This design comes from an exercise in tuning for small area and a short achievable clock period on the open sky130 flow, not from production work.
Function was checked by simulation only, so behaviour that the tests miss may differ from the original.
Power is estimated from default activity; no workload was simulated.

==> v3 <==
==> flow/design.v (excerpt) <==
module mult8_reg(
    input clk,
    input [7:0] a, b,
    output reg [15:0] z
    );
export LEC_CHECK = 0
export CAP_MARGIN = 20
export CORE_MARGIN = 2
export CORE_UTILIZATION = 40
export SETUP_SLACK_MARGIN = 4.9
export SLEW_MARGIN = 20
create_clock -name core_clock -period 7.0 [get_ports {clk}]
run.sh (not shown) runs the stock make flow with config.mk's settings and CLKGATE_MAP_FILE= SYNTH_SCRIPT=/design/flow/synth_recipe.tcl, a recipe that flattens the netlist after the stock synthesis.
==> inputs of v39, as changes to v3 <==
==> flow/flow/run.sh (new file) <==
#!/bin/bash
# Own layout flow: the standard ORFS flow (standard.sh) with one change in
# synthesis: Yosys's extract_fa step is skipped and ABC maps the logic with a
# delay-targeted script (flow/abc.script) instead of ORFS's abc_speed script.
# Everything else (register names, flatten, rename, floorplan ... finish) is the
# standard flow, except that the port buffers are $PORT_BUF cells and heavily
# loaded registers are upsized after global placement (flow/post_gp.tcl). Each tool writes its full log under orfs/logs/ as in ORFS;
# this script's own output goes to flow_run.log.
set -euo pipefail
W=$PWD
exec > >(tee -a "$W/flow_run.log") 2>&1

python3 - "$W" <<'PY'
import sys, pathlib
w = pathlib.Path(sys.argv[1])
import os
src = pathlib.Path(os.environ["FLOW_HOME"]) / "scripts" / "synth.tcl"
s = src.read_text()
pre = "source $::env(SCRIPTS_DIR)/synth_preamble.tcl\n"
fa = "  extract_fa {*}[dont_use_extract_fa_args]\n"
assert s.count(pre) == 1 and s.count(fa) == 1, "synth.tcl changed"
s = s.replace(pre, pre + (
    "set abc_args [list -script %s {*}$lib_args {*}$lib_dont_use_args"
    " -constr $::env(OBJECTS_DIR)/abc.constr]\n" % (w / "flow" / "abc.script")))
s = s.replace(fa, "")
(w / "flow_synth_core.tcl").write_text(s)
b = (w / "synth_recipe.tcl").read_text()
line = "source $::env(SCRIPTS_DIR)/synth.tcl"
assert b.count(line) == 1, "synth_recipe.tcl changed"
(w / "flow_synth.tcl").write_text(b.replace(line, "source %s" % (w / "flow_synth_core.tcl")))
t = (w / "standard.sh").read_text()
old = "SYNTH_SCRIPT=%s" % (w / "synth_recipe.tcl")
assert t.count(old) == 1, "standard.sh changed"
(w / "flow_standard.sh").write_text(t.replace(old, "SYNTH_SCRIPT=%s" % (w / "flow_synth.tcl")))
PY

source "$W/flow/knobs.sh"
bash "$W/flow_standard.sh" BUFFER_PORTS_ARGS="-buffer_cell $PORT_BUF" POST_GLOBAL_PLACE_TCL="$W/flow/post_gp.tcl" finish > "$W/flow_make.log" 2>&1 || { tail -40 "$W/flow_make.log"; exit 1; }
tail -5 "$W/flow_make.log"
test -s "$W/out/final.def"
==> flow/flow/abc.script (new file) <==
strash
dch -f
map -D 2000
topo
buffer -p
upsize 2000
dnsize 2000
stime -p
==> flow/flow/knobs.sh (new file) <==
PORT_BUF=sky130_fd_sc_hd__buf_4
export FLOW_FF_BIG=sky130_fd_sc_hd__dfxtp_2 FLOW_FF_FANOUT=4
export FLOW_RT_MARGIN=4.8 FLOW_RT_TNS=0 FLOW_RT_SEQ="sizeup,swap"
==> flow/flow/post_gp.tcl (new file) <==
# Upsize registers whose output drives many loads (drive strength only; the
# register cell type stays dfxtp).
set db [ord::get_db]
set big [$db findMaster $::env(FLOW_FF_BIG)]
set n 0
foreach inst [[ord::get_db_block] getInsts] {
  if {[[$inst getMaster] getName] ne "sky130_fd_sc_hd__dfxtp_1"} { continue }
  set q [$inst findITerm Q]
  set net [$q getNet]
  if {$net eq "NULL"} { continue }
  if {[llength [$net getITerms]] > $::env(FLOW_FF_FANOUT)} {
    $inst swapMaster $big
    incr n
  }
}
puts "post_gp: upsized $n registers to $::env(FLOW_FF_BIG)"

# Optional: upsize gates on the worst paths only (no buffers), towards a
# tighter internal target than the design's clock.
if {[info exists ::env(FLOW_RT_MARGIN)] && $::env(FLOW_RT_MARGIN) > 0} {
  estimate_parasitics -placement
  repair_timing -setup -setup_margin $::env(FLOW_RT_MARGIN) -repair_tns $::env(FLOW_RT_TNS) \
    -sequence $::env(FLOW_RT_SEQ) -skip_last_gasp
  report_worst_slack
}
==> flow/standard.sh (new file) <==
#!/bin/bash
# synth_recipe.tcl (not shown) runs the flow's synth.tcl, then flattens the netlist and writes it again
# the make line also repeats each setting of config.mk as NAME=value (left out here)
make -C /OpenROAD-flow-scripts/flow DESIGN_CONFIG=/design/flow/config.mk WORK_HOME=/design/flow/orfs CLKGATE_MAP_FILE= SYNTH_SCRIPT=/design/flow/synth_recipe.tcl "${@:-finish}"
- SETUP_SLACK_MARGIN: 4.9 -> not set
removed: flow/run.sh
==> inputs of v35, as changes to v3 <==
==> flow/flow/run.sh (new file) <==
#!/bin/bash
# Own layout flow: the standard ORFS flow (standard.sh) with one change in
# synthesis: Yosys's extract_fa step is skipped and ABC maps the logic with a
# delay-targeted script (flow/abc.script) instead of ORFS's abc_speed script.
# Everything else (register names, flatten, rename, floorplan ... finish) is the
# standard flow, except that the port buffers are buf_4 cells. Each tool writes its full log under orfs/logs/ as in ORFS;
# this script's own output goes to flow_run.log.
set -euo pipefail
W=$PWD
exec > >(tee -a "$W/flow_run.log") 2>&1

python3 - "$W" <<'PY'
import sys, pathlib
w = pathlib.Path(sys.argv[1])
import os
src = pathlib.Path(os.environ["FLOW_HOME"]) / "scripts" / "synth.tcl"
s = src.read_text()
pre = "source $::env(SCRIPTS_DIR)/synth_preamble.tcl\n"
fa = "  extract_fa {*}[dont_use_extract_fa_args]\n"
assert s.count(pre) == 1 and s.count(fa) == 1, "synth.tcl changed"
s = s.replace(pre, pre + (
    "set abc_args [list -script %s {*}$lib_args {*}$lib_dont_use_args"
    " -constr $::env(OBJECTS_DIR)/abc.constr]\n" % (w / "flow" / "abc.script")))
s = s.replace(fa, "")
(w / "flow_synth_core.tcl").write_text(s)
b = (w / "synth_recipe.tcl").read_text()
line = "source $::env(SCRIPTS_DIR)/synth.tcl"
assert b.count(line) == 1, "synth_recipe.tcl changed"
(w / "flow_synth.tcl").write_text(b.replace(line, "source %s" % (w / "flow_synth_core.tcl")))
t = (w / "standard.sh").read_text()
old = "SYNTH_SCRIPT=%s" % (w / "synth_recipe.tcl")
assert t.count(old) == 1, "standard.sh changed"
(w / "flow_standard.sh").write_text(t.replace(old, "SYNTH_SCRIPT=%s" % (w / "flow_synth.tcl")))
PY

bash "$W/flow_standard.sh" BUFFER_PORTS_ARGS="-buffer_cell sky130_fd_sc_hd__buf_4" finish > "$W/flow_make.log" 2>&1 || { tail -40 "$W/flow_make.log"; exit 1; }
tail -5 "$W/flow_make.log"
test -s "$W/out/final.def"
==> flow/flow/abc.script (new file) <==
strash
dch -f
map -D 2000
topo
buffer -p
upsize 2000
dnsize 2000
stime -p
==> flow/standard.sh (new file) <==
#!/bin/bash
# synth_recipe.tcl (not shown) runs the flow's synth.tcl, then flattens the netlist and writes it again
# the make line also repeats each setting of config.mk as NAME=value (left out here)
make -C /OpenROAD-flow-scripts/flow DESIGN_CONFIG=/design/flow/config.mk WORK_HOME=/design/flow/orfs CLKGATE_MAP_FILE= SYNTH_SCRIPT=/design/flow/synth_recipe.tcl "${@:-finish}"
- SETUP_SLACK_MARGIN: 4.9 -> not set
removed: flow/run.sh
==> summary of the runs <==
- The lowest register-to-register slack belongs to v3, the highest to v39.
- Of v35 and v3, v3 has the higher synthesized area (gap about 2%, measured against v3).
- Against v3, the maximum frequency of v35 is larger by 22%.
- In flip-flop and latch count, v35 and v3 do not differ.
- The highest total power belongs to v3, the lowest to v35.
- In v3 the worst hold slack is higher than in v39, by 16 ps.
- Against v35, the critical path depth of v3 is lower by 6.
==> figures <==
| item | v3 | v35 | v39 |
|---|---|---|---|
| Row count | 30 | 29 | 29 |
| Result of the run | no timing/DRC/antenna violations | no timing/DRC/antenna violations | no timing/DRC/antenna violations |
| Vias in the first global route | 2218 | 2264 | 2292 |
| Post-Syn Area per Cell | 9.40 um^2 | 7.49 um^2 | 7.49 um^2 |
| Worst setup slack for register-to-register paths | 3840 ps | 4410 ps | 4480 ps |
| Total clock network power | 0.195 mW | 0.179 mW | 0.239 mW |
| Arithmetic-cell share of the synthesized area counting full adders, half adders and majority gates | 21.7% | 1.62% | 1.62% |
| Fraction of standard cell area in multi-input logic | 52.6% | 51.2% | 50.3% |
| Switching fraction of total power | 35.7% | 37.7% | 34.3% |
| Share of the synthesized netlist area taken by xor and xnor gates | 4.77% | 14.8% | 14.8% |
| Post-layout minimum cycle time | 3160 ps | 2590 ps | 2520 ps |
| Final layout net count | 387 | 415 | 415 |
| Worst-path fanout max | 6 | 9 | 5 |
| Relative area of non-clock buffer cells in the final design | 11.0% | 7.71% | 7.50% |
| Met3 demand-to-capacity share in global routing | 2.84% | 3.33% | 2.95% |
| Launch point of the worst reg-to-reg path | s3_q[0] | s3_q[0] | a_q[5] |

[separate check: timing with driven ports]
In the flow no input, the clock included, has a driving cell. The finished layouts below were timed again as built, in two steps.
Step 1: set_driving_cell puts a clkbuf_16 on clk and a buf_2 on each other input, an assumption about the parent block.
Step 2 also shifts input and output timing later by t, the mid clock arrival at the registers, as if the neighbouring blocks saw the same clock.
a / b / c = ideal / step 1 / step 2; a / b = the first two.
run | t (ns) | setup WS [ns] | worst hold slack (ns) | worst data-port slew with drivers (ns)
v3 | 0.326 | 3.842 / 3.842 / 3.842 | 0.555 / 0.555 / 0.555 | 0.05
v39 | 0.336 | 4.477 / 4.477 / 4.353 | 0.539 / 0.539 / 0.539 | 0.04
v35 | 0.339 | 4.409 / 4.409 / 4.211 | 0.600 / 0.600 / 0.600 | 0.04
After both steps every run listed still meets setup and hold. For v35, which loses most, drivers alone change the setup slack by 0.000 ns; drivers and shift together by -0.198 ns.
